This design comes from an exercise in tuning for small area, a short achievable clock period and few clock cycles per item on the open sky130 flow, not from production work. Where RTL was checked, it was by simulation tests only, not by an equivalence proof against the original. For run 2, only the layout was checked, not whether the RTL still works.

## flow/design.v (module list and top-level ports; edited modules follow where they fit)
// module sram22_64x32m4w8: 20 lines
// module dot_product: 1544 lines
module dot_product #(
  parameter ADDR_WIDTH = 5,
  parameter WIDTH = 32
) (
  input clk,
  input rst,
  input [ADDR_WIDTH:0] len,
  input [WIDTH-1:0] a_data,
  input a_valid,
  output reg a_ready,
  input [WIDTH-1:0] b_data,
  input b_valid,
  output reg b_ready,
  output [WIDTH-1:0] c_data,
  output reg c_valid,
  input c_ready
);
  // ...
==> flow/flow/run.sh <==
#!/bin/bash
# Own layout flow: the standard layout (standard synthesis, floorplan,
# placement, CTS, routing) run through standard.sh, with extra make settings
# read from flow/make_args.txt (one VAR=value per line). They set how hard
# timing repair works (a setup slack margin, so that repair keeps shortening
# the critical paths after the 10 ns clock is met) and which buffer cell
# buffers the ports. The design's clock and I/O constraints are unchanged.
# make's full output goes to flow_make.log here; each ORFS step also keeps
# its own log under orfs/logs/.
set -euo pipefail
cd "$(dirname "$0")/.."
args=()
while IFS= read -r line || [[ -n "$line" ]]; do
  [[ -z "$line" || "$line" == \#* ]] && continue
  args+=("$line")
done < flow/make_args.txt
bash standard.sh "${args[@]}" finish > flow_make.log 2>&1
==> flow/flow/make_args.txt <==
SETUP_SLACK_MARGIN=6.6
BUFFER_PORTS_ARGS=-buffer_cell sky130_fd_sc_hd__buf_2
DONT_USE_CELLS=sky130_fd_sc_hd__probe_p_8 sky130_fd_sc_hd__probec_p_8 sky130_fd_sc_hd__lpflow_bleeder_1 sky130_fd_sc_hd__lpflow_clkbufkapwr_1 sky130_fd_sc_hd__lpflow_clkbufkapwr_16 sky130_fd_sc_hd__lpflow_clkbufkapwr_2 sky130_fd_sc_hd__lpflow_clkbufkapwr_4 sky130_fd_sc_hd__lpflow_clkbufkapwr_8 sky130_fd_sc_hd__lpflow_clkinvkapwr_1 sky130_fd_sc_hd__lpflow_clkinvkapwr_16 sky130_fd_sc_hd__lpflow_clkinvkapwr_2 sky130_fd_sc_hd__lpflow_clkinvkapwr_4 sky130_fd_sc_hd__lpflow_clkinvkapwr_8 sky130_fd_sc_hd__lpflow_decapkapwr_12 sky130_fd_sc_hd__lpflow_decapkapwr_3 sky130_fd_sc_hd__lpflow_decapkapwr_4 sky130_fd_sc_hd__lpflow_decapkapwr_6 sky130_fd_sc_hd__lpflow_decapkapwr_8 sky130_fd_sc_hd__lpflow_inputiso0n_1 sky130_fd_sc_hd__lpflow_inputiso0p_1 sky130_fd_sc_hd__lpflow_inputiso1n_1 sky130_fd_sc_hd__lpflow_inputiso1p_1 sky130_fd_sc_hd__lpflow_inputisolatch_1 sky130_fd_sc_hd__lpflow_isobufsrc_1 sky130_fd_sc_hd__lpflow_isobufsrc_16 sky130_fd_sc_hd__lpflow_isobufsrc_2 sky130_fd_sc_hd__lpflow_isobufsrc_4 sky130_fd_sc_hd__lpflow_isobufsrc_8 sky130_fd_sc_hd__lpflow_isobufsrckapwr_16 sky130_fd_sc_hd__lpflow_lsbuf_lh_hl_isowell_tap_1 sky130_fd_sc_hd__lpflow_lsbuf_lh_hl_isowell_tap_2 sky130_fd_sc_hd__lpflow_lsbuf_lh_hl_isowell_tap_4 sky130_fd_sc_hd__lpflow_lsbuf_lh_isowell_4 sky130_fd_sc_hd__lpflow_lsbuf_lh_isowell_tap_1 sky130_fd_sc_hd__lpflow_lsbuf_lh_isowell_tap_2 sky130_fd_sc_hd__lpflow_lsbuf_lh_isowell_tap_4 sky130_fd_sc_hd__fa_1 sky130_fd_sc_hd__fa_2 sky130_fd_sc_hd__fa_4 sky130_fd_sc_hd__ha_1 sky130_fd_sc_hd__ha_2 sky130_fd_sc_hd__ha_4
==> flow/standard.sh <==
#!/bin/bash
# synth_recipe.tcl (not shown) runs the flow's synth.tcl, then flattens the netlist and writes it again
# the make line also repeats each setting of config.mk as NAME=value (left out here)
make -C /OpenROAD-flow-scripts/flow DESIGN_CONFIG=/design/flow/config.mk WORK_HOME=/design/flow/orfs CLKGATE_MAP_FILE= SYNTH_SCRIPT=/design/flow/synth_recipe.tcl "${@:-finish}"
==> flow/config.mk <==
export PLATFORM = sky130hd
export DESIGN_NAME = dot_product
export DESIGN_NICKNAME = dot_product
export VERILOG_FILES = /design/flow/design.v
export SDC_FILE = /design/flow/constraint.sdc
export NUM_CORES = 4
export LEC_CHECK = 0
export CAP_MARGIN = 20
export CORE_MARGIN = 2
export CORE_UTILIZATION = 40
export PLACE_DENSITY = 0.6
export SLEW_MARGIN = 20
==> flow/constraint.sdc <==
create_clock -name core_clock -period 10.0 [get_ports {clk}]
set_input_delay 2.0000 -clock core_clock [delete_from_list [all_inputs] [get_ports {clk}]]
set_output_delay 2.0000 -clock core_clock [all_outputs]
set_load 0.01 [all_outputs]
==> results.yml, run 1 <==
grt:
  grt_max_degree: 49
  grtUsageMet3_pct: 2.25
  use_met1_pct: 25.7
  grt_usage_pct: 21.0
final_layout:
  final_util_pct: 46.8
  area_growth_pct: 15.8
  final-clk-cell-share_pct: 3.47
  final_common_cell: "xnor2_1"
  final_area_um2: 25100
detailed_routing:
  met3_wirelength_um: 3800
  wl_met2_um: 29600
  wirelength_um: 61200
  top_layer: "met4"
worst_setup_path:
  worstPathArrival_ps: 3900
  crit_path_start: "m_8_2$_DFF_P_"
  r2r-start: "m_8_2$_DFF_P_"
  cpMostUsedCell: "a311o_1"
  slowest_delay_ps: 430
sta:
  setup_tns_ps: 0
  fin_hold_ws_ps: 513
  period_minus_slack_ps: 3470
clock_network:
  post_cts_resized: 68
placed_design:
  pre_cts_ws_ps: 5930
  place_area_um2: 22700
yosys:
  synth_top_family_by_area: "XOR/XNOR gates"
  synthTopCellsByArea: "xnor2_1 26%, dfxtp_1 14%, edfxtp_1 11%"
  synth_mux_area_share_pct: 1.60
die:
  die_area_um2: 56100
  dieWidth_um: 237
status:
  status: "no timing/DRC/antenna violations"
min_path:
  min_to: "acc[0]$_SDFF_PP0_"
Testbench counts, summed over its fixed seeds: cycles 10,109, items 512.
==> run 2: changes to the inputs <==
--- a/flow/design.v
+++ b/flow/design.v
@@ -36,40 +36,37 @@
   input c_ready
 );
 reg [WIDTH-1:0] a_r;
 reg a_full, b_full;
 reg [ADDR_WIDTH:0] len_r;
 reg [ADDR_WIDTH:0] n;
 reg m_v, m_first, m_last;
 reg [WIDTH-1:0] acc;
-reg rst_d;
 wire a_en = !a_full || b_full;
 wire b_en = !b_full || a_full;
 wire a_fire = a_valid && a_en;
 wire b_fire = b_valid && b_en;
 wire pair = a_full && b_full;
 wire last = n == len_r - 1'b1;
 wire a_full_nx = a_fire || (a_full && !pair);
 wire b_full_nx = b_fire || (b_full && !pair);
 assign c_data = acc;
-always @(posedge clk) if (a_en || rst) a_r <= (a_valid && !rst) ? a_data : {WIDTH{1'b0}};
+always @(posedge clk) if (a_en) a_r <= a_data;
 reg [15:0] b_one, b_two, b_neg;
 wire [32:0] bx = {b_data, 1'b0};
 wire [15:0] e_one, e_two, e_neg;
 genvar gi;
 generate for (gi = 0; gi < 16; gi = gi + 1) begin : benc
   assign e_one[gi] = bx[2*gi+1] ^ bx[2*gi];
   assign e_two[gi] = (bx[2*gi+2] & ~bx[2*gi+1] & ~bx[2*gi]) | (~bx[2*gi+2] & bx[2*gi+1] & bx[2*gi]);
   assign e_neg[gi] = bx[2*gi+2];
 end endgenerate
-always @(posedge clk) if (b_en || rst) begin
-  b_one <= (b_valid && !rst) ? e_one : 16'd0;
-  b_two <= (b_valid && !rst) ? e_two : 16'd0;
-  b_neg <= e_neg;
+always @(posedge clk) if (b_en) begin
+  b_one <= e_one; b_two <= e_two; b_neg <= e_neg;
 end
 wire pp0_0 = (b_one[0] & a_r[0]) ^ b_neg[0];
 wire pp0_1 = ((b_one[0] & a_r[1]) | (b_two[0] & a_r[0])) ^ b_neg[0];
 wire pp0_2 = ((b_one[0] & a_r[2]) | (b_two[0] & a_r[1])) ^ b_neg[0];
 wire pp0_3 = ((b_one[0] & a_r[3]) | (b_two[0] & a_r[2])) ^ b_neg[0];
 wire pp0_4 = ((b_one[0] & a_r[4]) | (b_two[0] & a_r[3])) ^ b_neg[0];
 wire pp0_5 = ((b_one[0] & a_r[5]) | (b_two[0] & a_r[4])) ^ b_neg[0];
 wire pp0_6 = ((b_one[0] & a_r[6]) | (b_two[0] & a_r[5])) ^ b_neg[0];
@@ -1068,17 +1065,41 @@
 assign xs559 = xs553 ^ xs554;
 wire xs560;
 assign xs560 = xs555 ^ xs556;
 wire xs561;
 assign xs561 = xs557 ^ xs558;
 wire xs562;
 assign xs562 = xs559 ^ xs560;
 wire xs563;
-assign xs563 = xs561 ^ xs562;
+assign xs563 = xo511 ^ xo517;
+wire xs564;
+assign xs564 = xo523 ^ xs561;
+wire xs565;
+assign xs565 = xs562 ^ xc510;
+wire xs566;
+assign xs566 = xc516 ^ xc522;
+wire xs567;
+assign xs567 = xs563 ^ xs564;
+wire xs568;
+assign xs568 = xs565 ^ xs566;
+wire xs569;
+assign xs569 = xo529 ^ xs567;
+wire xs570;
+assign xs570 = xs568 ^ xo535;
+wire xs571;
+assign xs571 = xc528 ^ xs569;
+wire xs572;
+assign xs572 = xs570 ^ xc534;
+wire xs573;
+assign xs573 = xs571 ^ xs572;
+wire xs574;
+assign xs574 = xo541 ^ xs573;
+wire xs575;
+assign xs575 = xc540 ^ xs574;
 reg m_0_0;
 reg m_0_1;
 reg m_1_0;
 reg m_2_0;
 reg m_2_1;
 reg m_2_2;
 reg m_3_0;
 reg m_3_1;
@@ -1161,28 +1182,16 @@
 reg m_29_1;
 reg m_29_2;
 reg m_30_0;
 reg m_30_1;
 reg m_30_2;
 reg m_31_0;
 reg m_31_1;
 reg m_31_2;
-reg m_31_3;
-reg m_31_4;
-reg m_31_5;
-reg m_31_6;
-reg m_31_7;
-reg m_31_8;
-reg m_31_9;
-reg m_31_10;
-reg m_31_11;
-reg m_31_12;
-reg m_31_13;
-reg m_31_14;
 always @(posedge clk) begin
   m_0_0 <= pp0_0;
   m_0_1 <= b_neg[0];
   m_1_0 <= pp0_1;
   m_2_0 <= pp0_2;
   m_2_1 <= pp1_0;
   m_2_2 <= b_neg[1];
   m_3_0 <= pp0_3;
@@ -1263,280 +1272,244 @@
   m_28_1 <= xc432;
   m_28_2 <= xs469;
   m_29_0 <= xc464;
   m_29_1 <= xc470;
   m_29_2 <= xs507;
   m_30_0 <= xc508;
   m_30_1 <= xs545;
   m_30_2 <= xs547;
-  m_31_0 <= xs563;
-  m_31_1 <= xc510;
-  m_31_2 <= xo511;
-  m_31_3 <= xc516;
-  m_31_4 <= xo517;
-  m_31_5 <= xc522;
-  m_31_6 <= xo523;
-  m_31_7 <= xc528;
-  m_31_8 <= xo529;
-  m_31_9 <= xc534;
-  m_31_10 <= xo535;
-  m_31_11 <= xc540;
-  m_31_12 <= xo541;
-  m_31_13 <= xc546;
-  m_31_14 <= xc548;
+  m_31_0 <= xc546;
+  m_31_1 <= xs575;
+  m_31_2 <= xc548;
 end
 wire [WIDTH-1:0] accg = acc;
-wire ys564;
-wire yc565;
-assign ys564 = m_0_0 ^ m_0_1;
-assign yc565 = m_0_0 & m_0_1;
-wire ys566;
-wire yc567;
-assign ys566 = m_1_0 ^ accg[1];
-assign yc567 = m_1_0 & accg[1];
-wire ys568;
-wire yc569;
-assign ys568 = m_2_0 ^ m_2_1 ^ m_2_2;
-assign yc569 = (m_2_0 & m_2_1) | (m_2_0 & m_2_2) | (m_2_1 & m_2_2);
-wire ys570;
-wire yc571;
-assign ys570 = accg[2] ^ yc567;
-assign yc571 = accg[2] & yc567;
-wire ys572;
-wire yc573;
-assign ys572 = m_3_0 ^ m_3_1 ^ accg[3];
-assign yc573 = (m_3_0 & m_3_1) | (m_3_0 & accg[3]) | (m_3_1 & accg[3]);
-wire ys574;
-wire yc575;
-assign ys574 = yc569 ^ yc571;
-assign yc575 = yc569 & yc571;
-wire ys576, yc577, yo578, yp579, yp580, yt581;
-assign yp579 = m_4_0 ^ m_4_1;
-assign yp580 = m_4_2 ^ accg[4];
-assign yt581 = yp579 ^ yp580;
-assign ys576 = yt581 ^ yc573;
-assign yc577 = yt581 ? yc573 : accg[4];
-assign yo578 = yp579 ? m_4_2 : m_4_0;
-wire ys582, yc583, yo584, yp585, yp586, yt587;
-assign yp585 = m_5_0 ^ m_5_1;
-assign yp586 = m_5_2 ^ accg[5];
-assign yt587 = yp585 ^ yp586;
-assign ys582 = yt587 ^ yo578;
-assign yc583 = yt587 ? yo578 : accg[5];
-assign yo584 = yp585 ? m_5_2 : m_5_0;
+wire ys576;
+wire yc577;
+assign ys576 = m_0_0 ^ m_0_1;
+assign yc577 = m_0_0 & m_0_1;
+wire ys578;
+wire yc579;
+assign ys578 = m_1_0 ^ accg[1];
+assign yc579 = m_1_0 & accg[1];
+wire ys580;
+wire yc581;
+assign ys580 = m_2_0 ^ m_2_1 ^ m_2_2;
+assign yc581 = (m_2_0 & m_2_1) | (m_2_0 & m_2_2) | (m_2_1 & m_2_2);
+wire ys582;
+wire yc583;
+assign ys582 = accg[2] ^ yc579;
+assign yc583 = accg[2] & yc579;
+wire ys584;
+wire yc585;
+assign ys584 = m_3_0 ^ m_3_1 ^ accg[3];
+assign yc585 = (m_3_0 & m_3_1) | (m_3_0 & accg[3]) | (m_3_1 & accg[3]);
+wire ys586;
+wire yc587;
+assign ys586 = yc581 ^ yc583;
+assign yc587 = yc581 & yc583;
 wire ys588, yc589, yo590, yp591, yp592, yt593;
-assign yp591 = m_6_0 ^ m_6_1;
-assign yp592 = m_6_2 ^ accg[6];
+assign yp591 = m_4_0 ^ m_4_1;
+assign yp592 = m_4_2 ^ accg[4];
 assign yt593 = yp591 ^ yp592;
-assign ys588 = yt593 ^ yo584;
-assign yc589 = yt593 ? yo584 : accg[6];
-assign yo590 = yp591 ? m_6_2 : m_6_0;
+assign ys588 = yt593 ^ yc585;
+assign yc589 = yt593 ? yc585 : accg[4];
+assign yo590 = yp591 ? m_4_2 : m_4_0;
 wire ys594, yc595, yo596, yp597, yp598, yt599;
-assign yp597 = m_7_0 ^ m_7_1;
-assign yp598 = m_7_2 ^ accg[7];
+assign yp597 = m_5_0 ^ m_5_1;
+assign yp598 = m_5_2 ^ accg[5];
 assign yt599 = yp597 ^ yp598;
 assign ys594 = yt599 ^ yo590;
-assign yc595 = yt599 ? yo590 : accg[7];
-assign yo596 = yp597 ? m_7_2 : m_7_0;
+assign yc595 = yt599 ? yo590 : accg[5];
+assign yo596 = yp597 ? m_5_2 : m_5_0;
 wire ys600, yc601, yo602, yp603, yp604, yt605;
-assign yp603 = m_8_0 ^ m_8_1;
-assign yp604 = m_8_2 ^ accg[8];
+assign yp603 = m_6_0 ^ m_6_1;
+assign yp604 = m_6_2 ^ accg[6];
 assign yt605 = yp603 ^ yp604;
 assign ys600 = yt605 ^ yo596;
-assign yc601 = yt605 ? yo596 : accg[8];
-assign yo602 = yp603 ? m_8_2 : m_8_0;
+assign yc601 = yt605 ? yo596 : accg[6];
+assign yo602 = yp603 ? m_6_2 : m_6_0;
 wire ys606, yc607, yo608, yp609, yp610, yt611;
-assign yp609 = m_9_0 ^ m_9_1;
-assign yp610 = m_9_2 ^ accg[9];
+assign yp609 = m_7_0 ^ m_7_1;
+assign yp610 = m_7_2 ^ accg[7];
 assign yt611 = yp609 ^ yp610;
 assign ys606 = yt611 ^ yo602;
-assign yc607 = yt611 ? yo602 : accg[9];
-assign yo608 = yp609 ? m_9_2 : m_9_0;
+assign yc607 = yt611 ? yo602 : accg[7];
+assign yo608 = yp609 ? m_7_2 : m_7_0;
 wire ys612, yc613, yo614, yp615, yp616, yt617;
-assign yp615 = m_10_0 ^ m_10_1;
-assign yp616 = m_10_2 ^ accg[10];
+assign yp615 = m_8_0 ^ m_8_1;
+assign yp616 = m_8_2 ^ accg[8];
 assign yt617 = yp615 ^ yp616;
 assign ys612 = yt617 ^ yo608;
-assign yc613 = yt617 ? yo608 : accg[10];
-assign yo614 = yp615 ? m_10_2 : m_10_0;
+assign yc613 = yt617 ? yo608 : accg[8];
+assign yo614 = yp615 ? m_8_2 : m_8_0;
 wire ys618, yc619, yo620, yp621, yp622, yt623;
-assign yp621 = m_11_0 ^ m_11_1;
-assign yp622 = m_11_2 ^ accg[11];
+assign yp621 = m_9_0 ^ m_9_1;
+assign yp622 = m_9_2 ^ accg[9];
 assign yt623 = yp621 ^ yp622;
 assign ys618 = yt623 ^ yo614;
-assign yc619 = yt623 ? yo614 : accg[11];
-assign yo620 = yp621 ? m_11_2 : m_11_0;
+assign yc619 = yt623 ? yo614 : accg[9];
+assign yo620 = yp621 ? m_9_2 : m_9_0;
 wire ys624, yc625, yo626, yp627, yp628, yt629;
-assign yp627 = m_12_0 ^ m_12_1;
-assign yp628 = m_12_2 ^ accg[12];
+assign yp627 = m_10_0 ^ m_10_1;
+assign yp628 = m_10_2 ^ accg[10];
 assign yt629 = yp627 ^ yp628;
 assign ys624 = yt629 ^ yo620;
-assign yc625 = yt629 ? yo620 : accg[12];
-assign yo626 = yp627 ? m_12_2 : m_12_0;
+assign yc625 = yt629 ? yo620 : accg[10];
+assign yo626 = yp627 ? m_10_2 : m_10_0;
 wire ys630, yc631, yo632, yp633, yp634, yt635;
-assign yp633 = m_13_0 ^ m_13_1;
-assign yp634 = m_13_2 ^ accg[13];
+assign yp633 = m_11_0 ^ m_11_1;
+assign yp634 = m_11_2 ^ accg[11];
 assign yt635 = yp633 ^ yp634;
 assign ys630 = yt635 ^ yo626;
-assign yc631 = yt635 ? yo626 : accg[13];
-assign yo632 = yp633 ? m_13_2 : m_13_0;
+assign yc631 = yt635 ? yo626 : accg[11];
+assign yo632 = yp633 ? m_11_2 : m_11_0;
 wire ys636, yc637, yo638, yp639, yp640, yt641;
-assign yp639 = m_14_0 ^ m_14_1;
-assign yp640 = m_14_2 ^ accg[14];
+assign yp639 = m_12_0 ^ m_12_1;
+assign yp640 = m_12_2 ^ accg[12];
 assign yt641 = yp639 ^ yp640;
 assign ys636 = yt641 ^ yo632;
-assign yc637 = yt641 ? yo632 : accg[14];
-assign yo638 = yp639 ? m_14_2 : m_14_0;
+assign yc637 = yt641 ? yo632 : accg[12];
+assign yo638 = yp639 ? m_12_2 : m_12_0;
 wire ys642, yc643, yo644, yp645, yp646, yt647;
-assign yp645 = m_15_0 ^ m_15_1;
-assign yp646 = m_15_2 ^ accg[15];
+assign yp645 = m_13_0 ^ m_13_1;
+assign yp646 = m_13_2 ^ accg[13];
 assign yt647 = yp645 ^ yp646;
 assign ys642 = yt647 ^ yo638;
-assign yc643 = yt647 ? yo638 : accg[15];
-assign yo644 = yp645 ? m_15_2 : m_15_0;
+assign yc643 = yt647 ? yo638 : accg[13];
+assign yo644 = yp645 ? m_13_2 : m_13_0;
 wire ys648, yc649, yo650, yp651, yp652, yt653;
-assign yp651 = m_16_0 ^ m_16_1;
-assign yp652 = m_16_2 ^ accg[16];
+assign yp651 = m_14_0 ^ m_14_1;
+assign yp652 = m_14_2 ^ accg[14];
 assign yt653 = yp651 ^ yp652;
 assign ys648 = yt653 ^ yo644;
-assign yc649 = yt653 ? yo644 : accg[16];
-assign yo650 = yp651 ? m_16_2 : m_16_0;
+assign yc649 = yt653 ? yo644 : accg[14];
+assign yo650 = yp651 ? m_14_2 : m_14_0;
 wire ys654, yc655, yo656, yp657, yp658, yt659;
-assign yp657 = m_17_0 ^ m_17_1;
-assign yp658 = m_17_2 ^ accg[17];
+assign yp657 = m_15_0 ^ m_15_1;
+assign yp658 = m_15_2 ^ accg[15];
 assign yt659 = yp657 ^ yp658;
 assign ys654 = yt659 ^ yo650;
-assign yc655 = yt659 ? yo650 : accg[17];
-assign yo656 = yp657 ? m_17_2 : m_17_0;
+assign yc655 = yt659 ? yo650 : accg[15];
+assign yo656 = yp657 ? m_15_2 : m_15_0;
 wire ys660, yc661, yo662, yp663, yp664, yt665;
-assign yp663 = m_18_0 ^ m_18_1;
-assign yp664 = m_18_2 ^ accg[18];
+assign yp663 = m_16_0 ^ m_16_1;
+assign yp664 = m_16_2 ^ accg[16];
 assign yt665 = yp663 ^ yp664;
 assign ys660 = yt665 ^ yo656;
-assign yc661 = yt665 ? yo656 : accg[18];
-assign yo662 = yp663 ? m_18_2 : m_18_0;
+assign yc661 = yt665 ? yo656 : accg[16];
+assign yo662 = yp663 ? m_16_2 : m_16_0;
 wire ys666, yc667, yo668, yp669, yp670, yt671;
-assign yp669 = m_19_0 ^ m_19_1;
-assign yp670 = m_19_2 ^ accg[19];
+assign yp669 = m_17_0 ^ m_17_1;
+assign yp670 = m_17_2 ^ accg[17];
 assign yt671 = yp669 ^ yp670;
 assign ys666 = yt671 ^ yo662;
-assign yc667 = yt671 ? yo662 : accg[19];
-assign yo668 = yp669 ? m_19_2 : m_19_0;
+assign yc667 = yt671 ? yo662 : accg[17];
+assign yo668 = yp669 ? m_17_2 : m_17_0;
 wire ys672, yc673, yo674, yp675, yp676, yt677;
-assign yp675 = m_20_0 ^ m_20_1;
-assign yp676 = m_20_2 ^ accg[20];
+assign yp675 = m_18_0 ^ m_18_1;
+assign yp676 = m_18_2 ^ accg[18];
 assign yt677 = yp675 ^ yp676;
 assign ys672 = yt677 ^ yo668;
-assign yc673 = yt677 ? yo668 : accg[20];
-assign yo674 = yp675 ? m_20_2 : m_20_0;
+assign yc673 = yt677 ? yo668 : accg[18];
+assign yo674 = yp675 ? m_18_2 : m_18_0;
 wire ys678, yc679, yo680, yp681, yp682, yt683;
-assign yp681 = m_21_0 ^ m_21_1;
-assign yp682 = m_21_2 ^ accg[21];
+assign yp681 = m_19_0 ^ m_19_1;
+assign yp682 = m_19_2 ^ accg[19];
 assign yt683 = yp681 ^ yp682;
 assign ys678 = yt683 ^ yo674;
-assign yc679 = yt683 ? yo674 : accg[21];
-assign yo680 = yp681 ? m_21_2 : m_21_0;
+assign yc679 = yt683 ? yo674 : accg[19];
+assign yo680 = yp681 ? m_19_2 : m_19_0;
 wire ys684, yc685, yo686, yp687, yp688, yt689;
-assign yp687 = m_22_0 ^ m_22_1;
-assign yp688 = m_22_2 ^ accg[22];
+assign yp687 = m_20_0 ^ m_20_1;
+assign yp688 = m_20_2 ^ accg[20];
 assign yt689 = yp687 ^ yp688;
 assign ys684 = yt689 ^ yo680;
-assign yc685 = yt689 ? yo680 : accg[22];
-assign yo686 = yp687 ? m_22_2 : m_22_0;
+assign yc685 = yt689 ? yo680 : accg[20];
+assign yo686 = yp687 ? m_20_2 : m_20_0;
 wire ys690, yc691, yo692, yp693, yp694, yt695;
-assign yp693 = m_23_0 ^ m_23_1;
-assign yp694 = m_23_2 ^ accg[23];
+assign yp693 = m_21_0 ^ m_21_1;
+assign yp694 = m_21_2 ^ accg[21];
 assign yt695 = yp693 ^ yp694;
 assign ys690 = yt695 ^ yo686;
-assign yc691 = yt695 ? yo686 : accg[23];
-assign yo692 = yp693 ? m_23_2 : m_23_0;
+assign yc691 = yt695 ? yo686 : accg[21];
+assign yo692 = yp693 ? m_21_2 : m_21_0;
 wire ys696, yc697, yo698, yp699, yp700, yt701;
-assign yp699 = m_24_0 ^ m_24_1;
-assign yp700 = m_24_2 ^ accg[24];
+assign yp699 = m_22_0 ^ m_22_1;
+assign yp700 = m_22_2 ^ accg[22];
 assign yt701 = yp699 ^ yp700;
 assign ys696 = yt701 ^ yo692;
-assign yc697 = yt701 ? yo692 : accg[24];
-assign yo698 = yp699 ? m_24_2 : m_24_0;
+assign yc697 = yt701 ? yo692 : accg[22];
+assign yo698 = yp699 ? m_22_2 : m_22_0;
 wire ys702, yc703, yo704, yp705, yp706, yt707;
-assign yp705 = m_25_0 ^ m_25_1;
-assign yp706 = m_25_2 ^ accg[25];
+assign yp705 = m_23_0 ^ m_23_1;
+assign yp706 = m_23_2 ^ accg[23];
 assign yt707 = yp705 ^ yp706;
 assign ys702 = yt707 ^ yo698;
-assign yc703 = yt707 ? yo698 : accg[25];
-assign yo704 = yp705 ? m_25_2 : m_25_0;
+assign yc703 = yt707 ? yo698 : accg[23];
+assign yo704 = yp705 ? m_23_2 : m_23_0;
 wire ys708, yc709, yo710, yp711, yp712, yt713;
-assign yp711 = m_26_0 ^ m_26_1;
-assign yp712 = m_26_2 ^ accg[26];
+assign yp711 = m_24_0 ^ m_24_1;
+assign yp712 = m_24_2 ^ accg[24];
 assign yt713 = yp711 ^ yp712;
 assign ys708 = yt713 ^ yo704;
-assign yc709 = yt713 ? yo704 : accg[26];
-assign yo710 = yp711 ? m_26_2 : m_26_0;
+assign yc709 = yt713 ? yo704 : accg[24];
+assign yo710 = yp711 ? m_24_2 : m_24_0;
 wire ys714, yc715, yo716, yp717, yp718, yt719;
-assign yp717 = m_27_0 ^ m_27_1;
-assign yp718 = m_27_2 ^ accg[27];
+assign yp717 = m_25_0 ^ m_25_1;
+assign yp718 = m_25_2 ^ accg[25];
 assign yt719 = yp717 ^ yp718;
 assign ys714 = yt719 ^ yo710;
-assign yc715 = yt719 ? yo710 : accg[27];
-assign yo716 = yp717 ? m_27_2 : m_27_0;
+assign yc715 = yt719 ? yo710 : accg[25];
+assign yo716 = yp717 ? m_25_2 : m_25_0;
 wire ys720, yc721, yo722, yp723, yp724, yt725;
-assign yp723 = m_28_0 ^ m_28_1;
-assign yp724 = m_28_2 ^ accg[28];
+assign yp723 = m_26_0 ^ m_26_1;
+assign yp724 = m_26_2 ^ accg[26];
 assign yt725 = yp723 ^ yp724;
 assign ys720 = yt725 ^ yo716;
-assign yc721 = yt725 ? yo716 : accg[28];
-assign yo722 = yp723 ? m_28_2 : m_28_0;
+assign yc721 = yt725 ? yo716 : accg[26];
+assign yo722 = yp723 ? m_26_2 : m_26_0;
 wire ys726, yc727, yo728, yp729, yp730, yt731;
-assign yp729 = m_29_0 ^ m_29_1;
-assign yp730 = m_29_2 ^ accg[29];
+assign yp729 = m_27_0 ^ m_27_1;
+assign yp730 = m_27_2 ^ accg[27];
 assign yt731 = yp729 ^ yp730;
 assign ys726 = yt731 ^ yo722;
-assign yc727 = yt731 ? yo722 : accg[29];
-assign yo728 = yp729 ? m_29_2 : m_29_0;
+assign yc727 = yt731 ? yo722 : accg[27];
+assign yo728 = yp729 ? m_27_2 : m_27_0;
 wire ys732, yc733, yo734, yp735, yp736, yt737;
-assign yp735 = m_30_0 ^ m_30_1;
-assign yp736 = m_30_2 ^ accg[30];
+assign yp735 = m_28_0 ^ m_28_1;
+assign yp736 = m_28_2 ^ accg[28];
 assign yt737 = yp735 ^ yp736;
 assign ys732 = yt737 ^ yo728;
-assign yc733 = yt737 ? yo728 : accg[30];
-assign yo734 = yp735 ? m_30_2 : m_30_0;
-wire ys738;
-assign ys738 = m_31_0 ^ m_31_1;
-wire ys739;
-assign ys739 = m_31_2 ^ m_31_3;
-wire ys740;
-assign ys740 = m_31_4 ^ m_31_5;
-wire ys741;
-assign ys741 = m_31_6 ^ m_31_7;
-wire ys742;
-assign ys742 = m_31_8 ^ m_31_9;
-wire ys743;
-assign ys743 = m_31_10 ^ m_31_11;
-wire ys744;
-assign ys744 = m_31_12 ^ m_31_13;
-wire ys745;
-assign ys745 = m_31_14 ^ accg[31];
-wire ys746;
-assign ys746 = ys738 ^ ys739;
-wire ys747;
-assign ys747 = ys740 ^ ys741;
-wire ys748;
-assign ys748 = ys742 ^ ys743;
-wire ys749;
-assign ys749 = ys744 ^ ys745;
+assign yc733 = yt737 ? yo728 : accg[28];
+assign yo734 = yp735 ? m_28_2 : m_28_0;
+wire ys738, yc739, yo740, yp741, yp742, yt743;
+assign yp741 = m_29_0 ^ m_29_1;
+assign yp742 = m_29_2 ^ accg[29];
+assign yt743 = yp741 ^ yp742;
+assign ys738 = yt743 ^ yo734;
+assign yc739 = yt743 ? yo734 : accg[29];
+assign yo740 = yp741 ? m_29_2 : m_29_0;
+wire ys744, yc745, yo746, yp747, yp748, yt749;
+assign yp747 = m_30_0 ^ m_30_1;
+assign yp748 = m_30_2 ^ accg[30];
+assign yt749 = yp747 ^ yp748;
+assign ys744 = yt749 ^ yo740;
+assign yc745 = yt749 ? yo740 : accg[30];
+assign yo746 = yp747 ? m_30_2 : m_30_0;
 wire ys750;
-assign ys750 = ys746 ^ ys747;
+assign ys750 = m_31_0 ^ m_31_1;
 wire ys751;
-assign ys751 = ys748 ^ ys749;
+assign ys751 = m_31_2 ^ accg[31];
 wire ys752;
-assign ys752 = yo734 ^ ys750;
+assign ys752 = ys750 ^ ys751;
 wire ys753;
-assign ys753 = ys751 ^ yc733;
-wire [WIDTH-1:0] sx = {ys752, ys732, ys726, ys720, ys714, ys708, ys702, ys696, ys690, ys684, ys678, ys672, ys666, ys660, ys654, ys648, ys642, ys636, ys630, ys624, ys618, ys612, ys606, ys600, ys594, ys588, yc577, ys576, ys572, ys568, yc565, accg[0]};
-wire [WIDTH-1:0] sy = {ys753, yc727, yc721, yc715, yc709, yc703, yc697, yc691, yc685, yc679, yc673, yc667, yc661, yc655, yc649, yc643, yc637, yc631, yc625, yc619, yc613, yc607, yc601, yc595, yc589, yc583, ys582, yc575, ys574, ys570, ys566, ys564};
+assign ys753 = ys752 ^ yo746;
+wire [WIDTH-1:0] sx = {ys753, ys744, ys738, ys732, ys726, ys720, ys714, ys708, ys702, ys696, ys690, ys684, ys678, ys672, ys666, ys660, ys654, ys648, ys642, ys636, ys630, ys624, ys618, ys612, ys606, ys600, yc589, ys588, ys584, ys580, yc577, accg[0]};
+wire [WIDTH-1:0] sy = {yc745, yc739, yc733, yc727, yc721, yc715, yc709, yc703, yc697, yc691, yc685, yc679, yc673, yc667, yc661, yc655, yc649, yc643, yc637, yc631, yc625, yc619, yc613, yc607, yc601, yc595, ys594, yc587, ys586, ys582, ys578, ys576};
 wire [WIDTH-1:0] acc_nx = sx + sy;
 always @(posedge clk) begin
   len_r <= len;
   if (rst) begin
     a_full <= 1'b0;
     b_full <= 1'b0;
     a_ready <= 1'b1;
     b_ready <= 1'b1;
@@ -1552,13 +1525,12 @@
     b_ready <= !b_full_nx || a_full_nx;
     if (pair) n <= last ? 0 : n + 1'b1;
     m_v <= pair;
     m_first <= pair && n == 0;
     m_last <= pair && last;
     if (c_valid && c_ready) c_valid <= 1'b0;
     else if (m_v && m_last) c_valid <= 1'b1;
   end
-  rst_d <= rst;
-  if (rst || rst_d || (c_valid && c_ready)) acc <= 0;
-  else acc <= acc_nx;
+  if (rst || (c_valid && c_ready)) acc <= 0;
+  else if (m_v) acc <= acc_nx;
 end
 endmodule
==> flow/flow/make_args.txt (replaced) <==
SETUP_SLACK_MARGIN=6.6
BUFFER_PORTS_ARGS=-buffer_cell sky130_fd_sc_hd__buf_2
==> results.yml, run 2 <==
yosys:
  ys_seq_area_share_pct: 26.5
  ys.flop_type: "dfxtp_1"
  synth_seq_cells: 223
  syn_inst: 2087
  netlist_area_um2: 19900
  yosys.area.top_type_share_pct: 26.9
  synth.most_common_cell: "xnor2_1"
  yosys_warnings: 1
  synthTopCellsByArea: "xnor2_1 27%, dfxtp_1 14%, edfxtp_1 12%"
  synth_top_area_cell: "xnor2_1"
  synth_area_per_cell_um2: 9.52
  synth_edf_count: 80
  postSynth.asyncResetShare_pct: 0
  synth_cell_types: 55
  ys_top_cells_by_count: "609 x xnor2_1, 248 x a22oi_1, 143 x dfxtp_1"
  syn-num-nets: 2243
sta:
  setup_tns_ps: 0
  fin_worst_skew_ps: 27.8
  max_freq_ghz: 0.295
  hold_violations: 0
  rsz0062_at_grt: "true"
  finalCritPeriodShare_pct: 33.9
  setup-violations-final: 0
  finalMaxSlewViolations: 0
  period_minus_slack_ps: 3390
  max_slew_margin_pct: 25.1
  fin_hold_ws_ps: 487
  worst_slew_pin_slew_ps: 1120
final_layout:
  layout_common_cells: "583 x xnor2_1, 244 x a22oi_1, 137 x buf_4"
  antenna_cells: 0
  drive_gt1_share_pct: 20.2
  final_common_cell: "xnor2_1"
  area_growth_pct: 18.0
  final_util_pct: 47.9
  final_area_um2: 23400
  top_regs: "a_r (32), acc (32)"
  nets: 2399
detailed_routing:
  drcViolationCount: 0
  wirelength_um: 54400
  drtPass1Iterations: 6
  avgRoutedWirePerCell_um: 18.6
  ant_nets: 0
  dr_total_vias: 15700
  viasPerCell: 5.38
  drt_iter0_markers: 1205
grt:
  grt_pass1_vias: 15400
  grt_usage_pct: 20.7
  grt_max_degree: 49
  grt-ovfl-total: 0
  grt_pass1_wl_um: 84500
  antenna_found_initial: 2
worst_setup_path:
  worstPathMaxFanout: 3
  crit_path_end_kind: "register"
  ff2ff_setup_slack_ps: 6610
  r2r-start: "m_3_0$_DFF_P_"
  critPathLaunchType: "register"
  required_ps: 10480
  worstPathArrival_ps: 3870
  worstSetupPathType: "reg2reg"
  r2r_cells: 14
  crit_family: "compound AO/OA/AOI/OAI gates"
  crit_path_start: "m_3_0$_DFF_P_"
  worstPathBufferInverterCount: 1
  slowest_delay_ps: 490
  critPathSlowestCell: "or4b_4"
  path_cells: "fa_2 > xnor2_1 > xnor2_1 > ha_1 > inv_1 > o21bai_1 > a21o_1 > a21oi_4 > o211ai_1 > a21oi_2 > o31ai_4 > a221oi_2 > or4b_4 > nand3_2"
  r2r_end: "acc[30]$_SDFFE_PP0P_"
  cpMostUsedCell: "xnor2_1"
min_path:
  min_path_cells: 2
  min_to: "c_valid$_SDFFE_PP0P_"
  hp-start: "m_last$_SDFF_PP0_"
  hold_class: "reg2reg"
die:
  start_util_pct: 40.6
  dieWidth_um: 227
  rows: 81
  fp.dieH_um: 227
  die_area_um2: 51500
  coreArea_um2: 49000
  ioPinCount: 110
clock_network:
  hold_buffers: 0
  cts_tree: "done"
  max-clock-path-buffers: 3
  htreeDepth: 1
  cts.sinks: 223
  numCtsBuffers: 24
  clk_latency_ps: 550
  clk_pin_slew_worst_paths_ps: 60
  clockRootBuffer: "clkbuf_16"
placed_design:
  gp_congestion: 0.878
  place_area_um2: 20800
  dp_hpwl_um: 37800
  port_buffers: 109
run:
  drv_cap: 0
status:
  status: "no timing/DRC/antenna violations"
==> run 2: cell types whose count changed in the layout (fill, tap and decap cells not counted), sizes merged, moves of 26 or more <==
cell and delta:
xnor2 -33, xor2 -26, nor2 -110, inv -26, a21oi -40, and2 -54, nand2 -79, ha +66
==> run 2: metal layers <==
metal,GRT usage [%],wire length [um],vias to the layer above
met5,0,13,-
met4,8.98,2130,2
met3,2.09,2770,113
met2,35.0,26100,461
met1,26.7,23400,7582
li1,-,-,7582
==> run 2: cells by family (layout without fill, tap and decap cells) <==
kind of cell    count (synthesis)  after routing  share of synthesized area, %
flops                         223            223                          26.5
fa+ha+maj                     227            227                          13.1
buf+inv                       162            336                          3.77
compound gates                426            426                          15.1
xor+xnor                      754            754                          33.6
simple gates                  260            260                          6.19
mux                            35             35                          1.81
==> run 2: how the worst max path moves through the flow <==
stage	end	slack (ps)	depth (start not counted)
2_1_floorplan	acc[30]$_SDFFE_PP0P_	6600	14
3_3_place_gp	acc[25]$_SDFFE_PP0P_	6090	13
3_5_place_dp	acc[30]$_SDFFE_PP0P_	6000	14
4_1_cts	acc[30]$_SDFFE_PP0P_	6600	14
5_1_grt	acc[30]$_SDFFE_PP0P_	6450	14
6_report	acc[30]$_SDFFE_PP0P_	6610	14
==> run 2: cell type report <==
type / instances / area (um^2)
Tap cell: 664 / 831
Sequential cell: 223 / 5280
Clock inverter: 8 / 134
Fill cell: 4516 / 25500
Inverter: 20 / 75.1
Clock buffer: 36 / 732
Timing Repair Buffer: 272 / 1930
Multi-Input combinational cell: 1702 / 14500
==> run 2: stage by stage <==
step / setup slack (ps) / instances
after global placement: 6090 / 2743
after global routing: 6450 / 2925
after CTS: 6600 / 2858
final: 6610 / 2925
after floorplan: 6600 / 2087
after detailed placement: 6000 / 2744
==> run 2: worst reg2reg max path: stages (launching register included) <==
cell and delay (ps):
dfxtp_2 320, fa_2 400, xnor2_1 140, xnor2_1 130, ha_1 310, inv_1 40
o21bai_1 200, a21o_1 260, a21oi_4 100, o211ai_1 350, a21oi_2 140, o31ai_4 280
a221oi_2 100, or4b_4 490, nand3_2 70
==> run 2: repair_timing <==
item | in CTS | in global routing
hold endpoints to repair | 0 | 0
resized for setup | 59 | 80
cloned | 0 | 0
endpoints found under the setup margin | 41 | 28
pin swaps | 23 | 61
buffers inserted | 70 | 67

## separate check: timing with driven ports
The results above use ideal ports. As a check the final layouts listed here were re-extracted and re-timed, cells and wires unchanged. Step 1, drivers: a clkbuf_16 drives clk and a buf_2 each remaining input, both assumed. Step 2 moves the port delays by t, midway between the first and last clock arrival at a register: inputs arrive t later, outputs are due t later. That takes back most of the time a late clock gives input paths. Three values: no drivers, after step 1, after step 2; two values: the first two.
run	t (ns)	setup slack, ns	worst setup path after step 2	slew at the worst register clock pin (ns)	cell pins on the clock port's net
run 1	0.617	6.528 / 6.528 / 6.528	register to register	0.07 / 0.07	1
run 2	0.592	6.607 / 6.607 / 6.309	input to register	0.07 / 0.07	1
After both steps every run listed still meets setup and hold. The setup slack of run 2, which loses most, moves by 0.000 ns with the drivers and by -0.298 ns with both steps.
